Context: an optimization exercise on an open-source flow, tuned for small area, a short achievable clock period and few clock cycles. The choices shown serve that exercise and are no tape-out recipe.
RTL that was checked went through simulation tests only; none was proved equivalent to the original.
Power figures rest on the tool's default switching activity, not on a simulated workload.

==> inputs of trial 57 <==
==> flow/design.v <==
module cpu(clk,reset,N,V,Z, mem_cmd, mem_addr, read_data, write_data);
    input clk, reset;
    input [15:0] read_data;
    output [15:0] write_data;
    output Z, V, N;
    output [8:0] mem_addr;
    output [1:0] mem_cmd;
    localparam [1:0] C_NONE = 2'b00, C_WRITE = 2'b01, C_READ = 2'b10;
    reg [127:0] R;               
    reg        halted;
    reg [1:0]  cmd;              
    reg [8:0]  maddr;            
    reg [15:0] wdata;            
    reg        isf;              
    reg [7:0]  fpc;              
    reg        fv;               
    reg        ldm_v, ldw_v;     
    reg [2:0]  ldm_rd, ldw_rd;
    reg        ldw_kill;         
    reg        fN, fV, fZ;
    assign mem_cmd = cmd;
    assign mem_addr = maddr;
    assign write_data = wdata;
    assign N = fN;
    assign V = fV;
    assign Z = fZ;
    reg [15:0] IR;
    reg        irv;
    wire [2:0] op = IR[15:13];
    wire [1:0] alu = IR[12:11];
    wire [2:0] rn = IR[10:8];
    wire [2:0] rd = IR[7:5];
    wire [1:0] sh = IR[4:3];
    wire [2:0] rm = IR[2:0];
    wire i_ldr  = ~op[2];
    wire i_str  = op[2] & ~op[1] & ~op[0];
    wire i_alu  = op[2] & ~op[1] & op[0];
    wire i_mov  = op[2] & op[1] & ~op[0];
    wire i_halt = op[2] & op[1] & op[0];
    wire i_movi = i_mov & alu[1];
    wire i_cmp  = i_alu & (alu == 2'b01);
    wire i_add  = i_alu & (alu == 2'b00);
    wire i_and  = i_alu & (alu == 2'b10);
    wire i_mvn  = i_alu & (alu == 2'b11);
    wire i_wr   = i_mov | (i_alu & (alu != 2'b01));
    wire [2:0] dst = i_movi ? rn : rd;
    wire [2:0] bidx = i_str ? rd : rm;       
    wire use_rn = i_ldr | i_str | (i_alu & (alu != 2'b11));
    wire use_rm = i_alu | (i_mov & ~alu[1]);
    wire use_rd = i_str;
    reg [15:0] A, B;
    reg        xv, x_wr, x_add, x_and, x_mvn, x_cmp, x_ldr, x_str, x_halt;
    reg [2:0]  x_dst;
    reg [4:0]  x_imm5;
    wire [15:0] xres;
    wire rd_x = (use_rn & (rn == x_dst)) | (use_rm & (rm == x_dst)) | (use_rd & (rd == x_dst));
    wire rd_m = (use_rn & (rn == ldm_rd)) | (use_rm & (rm == ldm_rd)) | (use_rd & (rd == ldm_rd));
    wire r_hazard = (xv & x_ldr & rd_x) | (ldm_v & rd_m);
    wire x_fire = xv & ~halted & ~(ldw_v & x_wr);
    wire r_go = irv & ~halted & (~xv | x_fire) & ~r_hazard;
    reg [15:0] rfa, rfb;
    integer i;
    always @(*) begin
        rfa = 16'b0;
        rfb = 16'b0;
        for (i = 0; i < 8; i = i + 1) begin
            rfa = rfa | ({16{rn == i}} & R[16*i +: 16]);
            rfb = rfb | ({16{bidx == i}} & R[16*i +: 16]);
        end
    end
    wire ldw_ok = ldw_v & ~ldw_kill;
    wire fa_x = xv & x_wr & (x_dst == rn);
    wire fa_l = ldw_ok & (ldw_rd == rn);
    wire fb_x = xv & x_wr & (x_dst == bidx);
    wire fb_l = ldw_ok & (ldw_rd == bidx);
    wire [15:0] ra = fa_x ? xres : (fa_l ? read_data : rfa);
    wire [15:0] rb = fb_x ? xres : (fb_l ? read_data : rfb);
    wire s_imm = i_movi;
    wire s_pas = ~i_movi & (i_str | (sh == 2'b00));
    wire s_shl = ~i_movi & ~i_str & (sh == 2'b01);
    wire s_shr = ~i_movi & ~i_str & sh[1];
    wire s_msb = ~i_movi & ~i_str & (sh == 2'b11);
    wire [15:0] imm8 = {{8{IR[7]}}, IR[7:0]};
    wire [15:0] B_n = ({16{s_imm}} & imm8) | ({16{s_pas}} & rb) |
                      ({16{s_shl}} & {rb[14:0], 1'b0}) |
                      ({16{s_shr}} & {s_msb & rb[15], rb[15:1]});
    wire [15:0] A_n = ra ^ {16{i_cmp}};    
    wire [15:0] sum = A + B;
    assign xres = x_add ? sum : (x_and ? (A & B) : (x_mvn ? ~B : B));
    wire cN = ~sum[15];
    wire cZ = &sum;
    wire cV = (A[15] == B[15]) & (sum[15] != A[15]);
    wire [8:0] xaddr = A[8:0] + {{4{x_imm5[4]}}, x_imm5};
    integer j;
    wire        we = ldw_ok | (x_fire & x_wr);
    wire [2:0]  widx = ldw_v ? ldw_rd : x_dst;
    wire [15:0] wd = ldw_v ? read_data : xres;
    always @(posedge clk) begin
        for (j = 0; j < 8; j = j + 1)
            if (we && widx == j) R[16*j +: 16] <= wd;
    end
    wire accept = fv & (~irv | r_go);
    wire reject = fv & irv & ~r_go;
    wire [7:0] nf = reject ? fpc - {6'b0, isf, ~isf} : fpc;
    wire mem_go = x_fire & (x_ldr | x_str);
    wire stop = halted | (x_fire & x_halt);
    always @(posedge clk) begin
        if (accept) IR <= read_data;
        if (r_go) begin
            A <= A_n;
            B <= B_n;
            x_wr <= i_wr;
            x_add <= i_add;
            x_and <= i_and;
            x_mvn <= i_mvn;
            x_cmp <= i_cmp;
            x_ldr <= i_ldr;
            x_str <= i_str;
            x_halt <= i_halt;
            x_dst <= dst;
            x_imm5 <= IR[4:0];
        end
        wdata <= B;
        if (x_fire & x_cmp) begin
            fN <= cN;
            fV <= cV;
            fZ <= cZ;
        end
        ldm_rd <= x_dst;
        ldw_rd <= ldm_rd;
        ldw_kill <= x_fire & x_wr & ldm_v & (x_dst == ldm_rd);
    end
    always @(posedge clk) begin
        if (reset) begin
            irv <= 1'b0;
            xv <= 1'b0;
            halted <= 1'b0;
            cmd <= C_READ;
            maddr <= 9'd0;
            isf <= 1'b1;
            fpc <= 8'd1;
            fv <= 1'b0;
            ldm_v <= 1'b0;
            ldw_v <= 1'b0;
        end else begin
            irv <= accept | (irv & ~r_go);
            xv <= r_go | (xv & ~x_fire);
            halted <= stop;
            ldm_v <= x_fire & x_ldr;
            ldw_v <= ldm_v;
            fv <= isf & ~reject;
            if (mem_go) begin
                cmd <= x_ldr ? C_READ : C_WRITE;
                maddr <= xaddr;
                isf <= 1'b0;
                fpc <= nf;
            end else if (stop) begin
                cmd <= C_NONE;
                isf <= 1'b0;
            end else begin
                cmd <= C_READ;
                maddr <= {1'b0, nf};
                isf <= 1'b1;
                fpc <= nf + 8'd1;
            end
        end
    end
endmodule
==> flow/run.sh <==
#!/bin/bash
# synth_recipe.tcl (not shown) runs the flow's synth.tcl, then flattens the netlist and writes it again
# the make line also repeats each setting of config.mk as NAME=value (left out here)
make -C /OpenROAD-flow-scripts/flow DESIGN_CONFIG=/design/flow/config.mk WORK_HOME=/design/flow/orfs CLKGATE_MAP_FILE= SYNTH_SCRIPT=/design/flow/synth_recipe.tcl finish
==> flow/config.mk <==
export PLATFORM = sky130hd
export DESIGN_NAME = cpu
export DESIGN_NICKNAME = cpu
export VERILOG_FILES = /design/flow/design.v
export SDC_FILE = /design/flow/constraint.sdc
export NUM_CORES = 4
export LEC_CHECK = 0
export CAP_MARGIN = 20
export CORE_MARGIN = 2
export CORE_UTILIZATION = 40
export CTS_BUF_LIST = sky130_fd_sc_hd__clkbuf_8
export CTS_CLUSTER_SIZE = 30
export SETUP_SLACK_MARGIN = 4.0
export SLEW_MARGIN = 20
==> flow/constraint.sdc <==
create_clock -name core_clock -period 7.0 [get_ports {clk}]
set_input_delay 1.4000 -clock core_clock [delete_from_list [all_inputs] [get_ports {clk}]]
set_output_delay 1.4000 -clock core_clock [all_outputs]
set_load 0.01 [all_outputs]
==> inputs of build 25, as changes to trial 57 <==
==> flow/design.v, changed modules only <==
module cpu(clk,reset,N,V,Z, mem_cmd, mem_addr, read_data, write_data);
    input clk, reset;
    input [15:0] read_data;
    output [15:0] write_data;
    output Z, V, N;
    output [8:0] mem_addr;
    output [1:0] mem_cmd;
    localparam [1:0] C_NONE = 2'b00, C_WRITE = 2'b01, C_READ = 2'b10;
    reg [127:0] R;               
    reg        halted;
    reg [1:0]  cmd;              
    reg [8:0]  maddr;            
    reg [15:0] wdata;            
    reg        isf;              
    reg [7:0]  fpc;              
    reg        fv;               
    reg        ldm_v, ldw_v;     
    reg [2:0]  ldm_rd, ldw_rd;
    reg        ldw_kill;         
    reg        fN, fV, fZ;
    assign mem_cmd = cmd;
    assign mem_addr = maddr;
    assign write_data = wdata;
    assign N = fN;
    assign V = fV;
    assign Z = fZ;
    reg [15:0] IR;
    reg        irv;
    wire [2:0] op = IR[15:13];
    wire [1:0] alu = IR[12:11];
    wire [2:0] rn = IR[10:8];
    wire [2:0] rd = IR[7:5];
    wire [1:0] sh = IR[4:3];
    wire [2:0] rm = IR[2:0];
    wire i_ldr  = ~op[2];
    wire i_str  = op[2] & ~op[1] & ~op[0];
    wire i_alu  = op[2] & ~op[1] & op[0];
    wire i_mov  = op[2] & op[1] & ~op[0];
    wire i_halt = op[2] & op[1] & op[0];
    wire i_movi = i_mov & alu[1];
    wire i_cmp  = i_alu & (alu == 2'b01);
    wire i_add  = i_alu & (alu == 2'b00);
    wire i_and  = i_alu & (alu == 2'b10);
    wire i_mvn  = i_alu & (alu == 2'b11);
    wire i_wr   = i_mov | (i_alu & (alu != 2'b01));
    wire [2:0] dst = i_movi ? rn : rd;
    wire [2:0] bidx = i_str ? rd : rm;       
    wire use_rn = i_ldr | i_str | (i_alu & (alu != 2'b11));
    wire use_rm = i_alu | (i_mov & ~alu[1]);
    wire use_rd = i_str;
    reg [15:0] A, B;
    reg        xv;
    reg [2:0]  xop;
    wire x_wr   = ~xop[2];
    wire x_cmp  = xop == 3'b100;
    wire x_ldr  = xop == 3'b101;
    wire x_str  = xop == 3'b110;
    wire x_halt = xop == 3'b111;
    reg [2:0]  x_dst;
    reg [4:0]  x_imm5;
    wire [15:0] xres;
    wire rd_x = (use_rn & (rn == x_dst)) | (use_rm & (rm == x_dst)) | (use_rd & (rd == x_dst));
    wire rd_m = (use_rn & (rn == ldm_rd)) | (use_rm & (rm == ldm_rd)) | (use_rd & (rd == ldm_rd));
    wire rd_w = (use_rn & (rn == ldw_rd)) | (use_rm & (rm == ldw_rd)) | (use_rd & (rd == ldw_rd));
    wire r_hazard = (xv & x_ldr & rd_x) | (ldm_v & rd_m) | (ldw_v & rd_w);
    wire x_fire = xv & ~halted & ~(ldw_v & x_wr);
    wire r_go = irv & ~halted & (~xv | x_fire) & ~r_hazard;
    reg [15:0] rfa, rfb;
    integer i;
    always @(*) begin
        rfa = 16'b0;
        rfb = 16'b0;
        for (i = 0; i < 8; i = i + 1) begin
            rfa = rfa | ({16{rn == i}} & R[16*i +: 16]);
            rfb = rfb | ({16{bidx == i}} & R[16*i +: 16]);
        end
    end
    wire ldw_ok = ldw_v & ~ldw_kill;
    wire fa_x = xv & x_wr & (x_dst == rn);
    wire fb_x = xv & x_wr & (x_dst == bidx);
    wire [15:0] ra = fa_x ? xres : rfa;
    wire [15:0] rb = fb_x ? xres : rfb;
    wire s_imm = i_movi;
    wire s_pas = ~i_movi & (i_str | (sh == 2'b00));
    wire s_shl = ~i_movi & ~i_str & (sh == 2'b01);
    wire s_shr = ~i_movi & ~i_str & sh[1];
    wire s_msb = ~i_movi & ~i_str & (sh == 2'b11);
    wire [15:0] imm8 = {{8{IR[7]}}, IR[7:0]};
    wire [15:0] B_n = ({16{s_imm}} & imm8) | ({16{s_pas}} & rb) |
                      ({16{s_shl}} & {rb[14:0], 1'b0}) |
                      ({16{s_shr}} & {s_msb & rb[15], rb[15:1]});
    wire [15:0] A_n = ra ^ {16{i_cmp}};    
    wire [15:0] sum = A + B;
    reg [15:0] xres_r;
    always @(*) begin
        case (xop[1:0])
            2'b00: xres_r = sum;
            2'b01: xres_r = B;
            2'b10: xres_r = A & B;
            default: xres_r = ~B;
        endcase
    end
    assign xres = xres_r;
    wire cN = ~sum[15];
    wire cZ = &sum;
    wire cV = (A[15] == B[15]) & (sum[15] != A[15]);
    wire [8:0] xaddr = A[8:0] + {{4{x_imm5[4]}}, x_imm5};
    integer j;
    wire        we = ldw_ok | (x_fire & x_wr);
    wire [2:0]  widx = ldw_v ? ldw_rd : x_dst;
    wire [15:0] wd = ldw_v ? read_data : xres;
    always @(posedge clk) begin
        for (j = 0; j < 8; j = j + 1)
            if (we && widx == j) R[16*j +: 16] <= wd;
    end
    wire accept = fv & (~irv | r_go);
    wire reject = fv & irv & ~r_go;
    wire [7:0] nf = reject ? fpc - {6'b0, isf, ~isf} : fpc;
    wire mem_go = x_fire & (x_ldr | x_str);
    wire stop = halted | (x_fire & x_halt);
    always @(posedge clk) begin
        if (accept) IR <= read_data;
        if (r_go) begin
            A <= A_n;
            B <= B_n;
            xop <= i_add ? 3'b000 : i_mov ? 3'b001 : i_and ? 3'b010 : i_mvn ? 3'b011 :
                   i_cmp ? 3'b100 : i_ldr ? 3'b101 : i_str ? 3'b110 : 3'b111;
            x_dst <= dst;
            x_imm5 <= IR[4:0];
        end
        wdata <= B;
        if (x_fire & x_cmp) begin
            fN <= cN;
            fV <= cV;
            fZ <= cZ;
        end
        ldm_rd <= x_dst;
        ldw_rd <= ldm_rd;
        ldw_kill <= x_fire & x_wr & ldm_v & (x_dst == ldm_rd);
    end
    always @(posedge clk) begin
        if (reset) begin
            irv <= 1'b0;
            xv <= 1'b0;
            halted <= 1'b0;
            cmd <= C_READ;
            maddr <= 9'd0;
            isf <= 1'b1;
            fpc <= 8'd1;
            fv <= 1'b0;
            ldm_v <= 1'b0;
            ldw_v <= 1'b0;
        end else begin
            irv <= accept | (irv & ~r_go);
            xv <= r_go | (xv & ~x_fire);
            halted <= stop;
            ldm_v <= x_fire & x_ldr;
            ldw_v <= ldm_v;
            fv <= isf & ~reject;
            if (mem_go) begin
                cmd <= x_ldr ? C_READ : C_WRITE;
                maddr <= xaddr;
                isf <= 1'b0;
                fpc <= nf;
            end else if (stop) begin
                cmd <= C_NONE;
                isf <= 1'b0;
            end else begin
                cmd <= C_READ;
                maddr <= {1'b0, nf};
                isf <= 1'b1;
                fpc <= nf + 8'd1;
            end
        end
    end
endmodule
==> flow/config.mk (replaced) <==
export PLATFORM = sky130hd
export DESIGN_NAME = cpu
export DESIGN_NICKNAME = cpu
export VERILOG_FILES = /design/flow/design.v
export SDC_FILE = /design/flow/constraint.sdc
export NUM_CORES = 4
export LEC_CHECK = 0
export ABC_AREA = 1
export CAP_MARGIN = 20
export CORE_MARGIN = 2
export CORE_UTILIZATION = 40
export SETUP_SLACK_MARGIN = 4.5
export SLEW_MARGIN = 20
==> qor summary <==
metric                                                            trial 57   build 25
Result of the run                         no timing/DRC/antenna violations  no timing/DRC/antenna violations
Worst path max stage delay                                          700 ps     460 ps
Share of synthesized area occupied by flip-flops and latches        0.5057     0.5223
Met1 wire length                                                  18.02 mm   17.17 mm
Reported clock group power                                         1.29 mW    1.44 mW
Floorplan die height                                              187.8 um   182.9 um
Number of enable-type register cells in the synthesized netlist        195        190
Most used cell along the critical path                               buf_4    nand2_1
Peak clock frequency supported by timing                         304.1 MHz  386.0 MHz
Antenna Cells                                                            1          0
Later-pin clock latency in the skew report                          610 ps     550 ps
Fillers                                                               2942       2760
Final clock skew                                                  59.65 ps   28.28 ps
Net count reported at finish                                          1432       1671
Met3 global-route usage                                            0.05839    0.03495
Testbench counts of build 25, summed over its fixed seeds: cycles 17,825.
Function not checked in trial 57: the RTL went through the layout flow alone.

==> afterwards: timing with drivers on the ports <==
How much do the figures lean on ideal ports? The routed layouts below were timed once more, with nothing changed but the port constraints.
Step 1 (the two cells are an assumption about what drives the block):
set clk [get_ports {clk}]
set_driving_cell -lib_cell sky130_fd_sc_hd__clkbuf_16 $clk
set_driving_cell -lib_cell sky130_fd_sc_hd__buf_2 [delete_from_list [all_inputs] $clk]
Step 2, shift: input delay + t, output delay - t, t = (earliest + latest rising clock arrival at the registers) / 2. This alone moves slack from input paths to output paths.
a / b / c = ideal ports / drivers / drivers and shift; a / b = the first two.
run | t (ns) | setup slack, ns | worst hold slack (ns) | worst data-port slew with drivers (ns)
trial 57 | 0.626 | 3.712 / 3.712 / 3.648 | 0.449 / 0.449 / 0.449 | 0.03
build 25 | 0.592 | 4.410 / 4.410 / 4.137 | 0.425 / 0.425 / 0.425 | 0.03
After both steps every run listed still meets setup and hold. The setup slack of build 25, which loses most, moves by 0.000 ns with the drivers and by -0.273 ns with both steps.
